Background: an optimization exercise with open tools, aiming at small area. Do not read the settings as production practice.

==> flow/design.v <==
module sram_logger(
    input         CLK_48MHZ,
    input         RESET,           
    input         READ_CMD,
    input  [79:0] GEIG_DATA,
    input  [79:0] MAG_DATA,
    input  [31:0] SRAM_D_IN,
    output [17:0] SRAM_A,
    output [3:0]  SRAM_SRBS,
    output        SRAM_CE,
    output        SRAM_WE,
    output        SRAM_OE,
    output [15:0] SRAM_D_OUT,
    output        SRAM_D_OE,
    output [15:0] DATA_READ,
    output [17:0] W_ADDRESS,
    output        W_CHIP_SELECT,
    output [17:0] R_ADDRESS,
    output        R_CHIP_SELECT
);
reg [79:0] geig_prev;
reg [79:0] mag_prev;
reg        read_prev;
reg [7:0]  schedule;      
reg [2:0]  write_count;   
reg [1:0]  phase;         
reg [79:0] data_buffer;   
reg [17:0] w_address;
reg        w_chip_select;
reg [17:0] r_address;
reg        r_chip_select;
reg [17:0] sram_a;
reg        sram_cs;       
reg        sram_wr;       
reg        sram_rd;       
reg [15:0] dread;
reg  first;
wire geig_new = first ? (|GEIG_DATA) : (GEIG_DATA != geig_prev);
wire mag_new  = first ? (|MAG_DATA)  : (MAG_DATA != mag_prev);
wire read_new = READ_CMD & ~read_prev;
reg [7:0] sched_ins;
always @(*) begin
    sched_ins = schedule;
    if (geig_new) begin
        if (sched_ins[1:0] == 2'b00)      sched_ins[1:0] = 2'd1;
        else if (sched_ins[3:2] == 2'b00) sched_ins[3:2] = 2'd1;
        else if (sched_ins[5:4] == 2'b00) sched_ins[5:4] = 2'd1;
        else                              sched_ins[7:6] = 2'd1;
    end
    if (mag_new) begin
        if (sched_ins[1:0] == 2'b00)      sched_ins[1:0] = 2'd2;
        else if (sched_ins[3:2] == 2'b00) sched_ins[3:2] = 2'd2;
        else if (sched_ins[5:4] == 2'b00) sched_ins[5:4] = 2'd2;
        else                              sched_ins[7:6] = 2'd2;
    end
    if (read_new) begin
        if (sched_ins[1:0] == 2'b00)      sched_ins[1:0] = 2'd3;
        else if (sched_ins[3:2] == 2'b00) sched_ins[3:2] = 2'd3;
        else if (sched_ins[5:4] == 2'b00) sched_ins[5:4] = 2'd3;
        else                              sched_ins[7:6] = 2'd3;
    end
end
wire head_write = sched_ins[0] ^ sched_ins[1];
wire head_read  = sched_ins[0] & sched_ins[1];
wire head_geig  = sched_ins[0];            
wire [79:0] src = head_geig ? GEIG_DATA : MAG_DATA;
wire write_done  = head_write & (write_count == 3'd5);
wire write_word  = head_write & ~write_count[2] | head_write & (write_count == 3'd4);
wire read_drop   = head_read & (r_address == w_address);
wire read_go     = head_read & ~read_drop;
wire write_step3 = write_word & (phase == 2'd2);
wire read_step3  = read_go & (phase == 2'd3);
wire shift       = write_done | read_drop | read_step3;
wire [18:0] addr_inc = {sram_cs, sram_a} + 19'd1;
always @(posedge CLK_48MHZ or negedge RESET) begin
    if (!RESET) begin
        first         <= 1'b1;
        read_prev     <= 1'b0;
        schedule      <= 8'b0;
        write_count   <= 3'b0;
        phase         <= 2'b0;
        w_address     <= 18'b0;
        w_chip_select <= 1'b0;
        r_address     <= 18'b0;
        r_chip_select <= 1'b0;
    end else begin
        first     <= 1'b0;
        read_prev <= READ_CMD;
        schedule  <= shift ? {2'b00, sched_ins[7:2]} : sched_ins;
        if (write_done)
            write_count <= 3'd0;
        else if (write_step3)
            write_count <= write_count + 3'd1;
        if (write_step3 | read_step3)
            phase <= 2'd0;
        else if (write_word | read_go)
            phase <= phase + 2'd1;
        if (write_step3)
            {w_chip_select, w_address} <= addr_inc;
        if (read_step3)
            {r_chip_select, r_address} <= addr_inc;
    end
end
always @(posedge CLK_48MHZ) begin
    geig_prev <= GEIG_DATA;
    mag_prev  <= MAG_DATA;
end
always @(posedge CLK_48MHZ) begin
    if (head_write & (write_count == 3'd0) & (phase == 2'd0))
        data_buffer[15:0] <= src[15:0];
    if (head_write & (write_count == 3'd0))
        data_buffer[79:16] <= src[79:16];
end
wire [7:0] head = schedule;
wire cyc_write = (head[0] ^ head[1]);
wire cyc_read  = (head[0] & head[1]);
always @(negedge CLK_48MHZ or negedge RESET) begin
    if (!RESET) begin
        sram_a  <= 18'b0;
        sram_wr <= 1'b0;
        sram_rd <= 1'b0;
        dread   <= 16'b0;
    end else begin
        if (phase == 2'd1)
            sram_a <= cyc_read ? r_address : w_address;
        sram_wr <= cyc_write & (phase == 2'd1);
        sram_rd <= cyc_read & (phase == 2'd1 | phase == 2'd2);
        if (cyc_read & (phase == 2'd2))
            dread <= sram_cs ? SRAM_D_IN[31:16] : SRAM_D_IN[15:0];
    end
end
always @(negedge CLK_48MHZ) begin
    if (phase == 2'd1)
        sram_cs <= cyc_read ? r_chip_select : w_chip_select;
end
wire sram_active = sram_wr | sram_rd;
assign SRAM_A        = sram_a;
assign SRAM_SRBS     = {~(sram_active & sram_cs), ~(sram_active & sram_cs),
                        ~(sram_active & ~sram_cs), ~(sram_active & ~sram_cs)};
assign SRAM_CE       = 1'b0;
assign SRAM_WE       = ~sram_wr;
assign SRAM_OE       = ~sram_rd;
assign SRAM_D_OE     = sram_wr;
assign SRAM_D_OUT    = (write_count == 3'd0) ? data_buffer[15:0]  :
                       (write_count == 3'd1) ? data_buffer[31:16] :
                       (write_count == 3'd2) ? data_buffer[47:32] :
                       (write_count == 3'd3) ? data_buffer[63:48] :
                                               data_buffer[79:64];
assign DATA_READ     = dread;
assign W_ADDRESS     = w_address;
assign W_CHIP_SELECT = w_chip_select;
assign R_ADDRESS     = r_address;
assign R_CHIP_SELECT = r_chip_select;
endmodule
==> flow/config.mk <==
export PLATFORM = sky130hd
export DESIGN_NAME = sram_logger
export DESIGN_NICKNAME = sram_logger
export VERILOG_FILES = /design/flow/design.v
export SDC_FILE = /design/flow/constraint.sdc
export NUM_CORES = 4
export LEC_CHECK = 0
export CAP_MARGIN = 20
export CORE_MARGIN = 2
export CORE_UTILIZATION = 40
export CTS_BUF_LIST = sky130_fd_sc_hd__clkbuf_8
export SLEW_MARGIN = 20
==> flow/constraint.sdc <==
create_clock -name core_clock -period 10.0 [get_ports {CLK_48MHZ}]
set_input_delay 2.0000 -clock core_clock [delete_from_list [all_inputs] [get_ports {CLK_48MHZ}]]
set_output_delay 2.0000 -clock core_clock [all_outputs]
set_load 0.01 [all_outputs]
standard.sh (not shown) runs the stock make flow with config.mk's settings and CLKGATE_MAP_FILE= SYNTH_SCRIPT=/design/flow/synth_recipe.tcl, a recipe that flattens the netlist after the stock synthesis.
==> flow/flow/run.sh <==
#!/bin/bash
# The standard layout (the standard.sh, all steps from synthesis to finish),
# with one change: the port buffers that ORFS inserts on every input and output
# are sky130_fd_sc_hd__buf_1 instead of the tool's default pick.
# make's full output goes to flow_make.log in this folder; each ORFS step also
# keeps its own log under orfs/logs/.
set -euo pipefail
export BUFFER_PORTS_ARGS="-buffer_cell sky130_fd_sc_hd__buf_1"
bash standard.sh finish > flow_make.log 2>&1
The first run completed without violations.
Rerun with:
==> flow/run.sh (new file) <==
#!/bin/bash
# synth_recipe.tcl (not shown) runs the flow's synth.tcl, then flattens the netlist and writes it again
# the make line also repeats each setting of config.mk as NAME=value (left out here)
make -C /OpenROAD-flow-scripts/flow DESIGN_CONFIG=/design/flow/config.mk WORK_HOME=/design/flow/orfs CLKGATE_MAP_FILE= SYNTH_SCRIPT=/design/flow/synth_recipe.tcl finish
removed: flow/flow/run.sh
removed: flow/standard.sh
Outcome: First-iteration DRC count came out higher by 20%. Non-clock buffer count is unchanged. Clock skew rises by 0.0036 ns. Clock-buffer cell count falls by 8.
No functional check of the RTL was part of any run of this note.
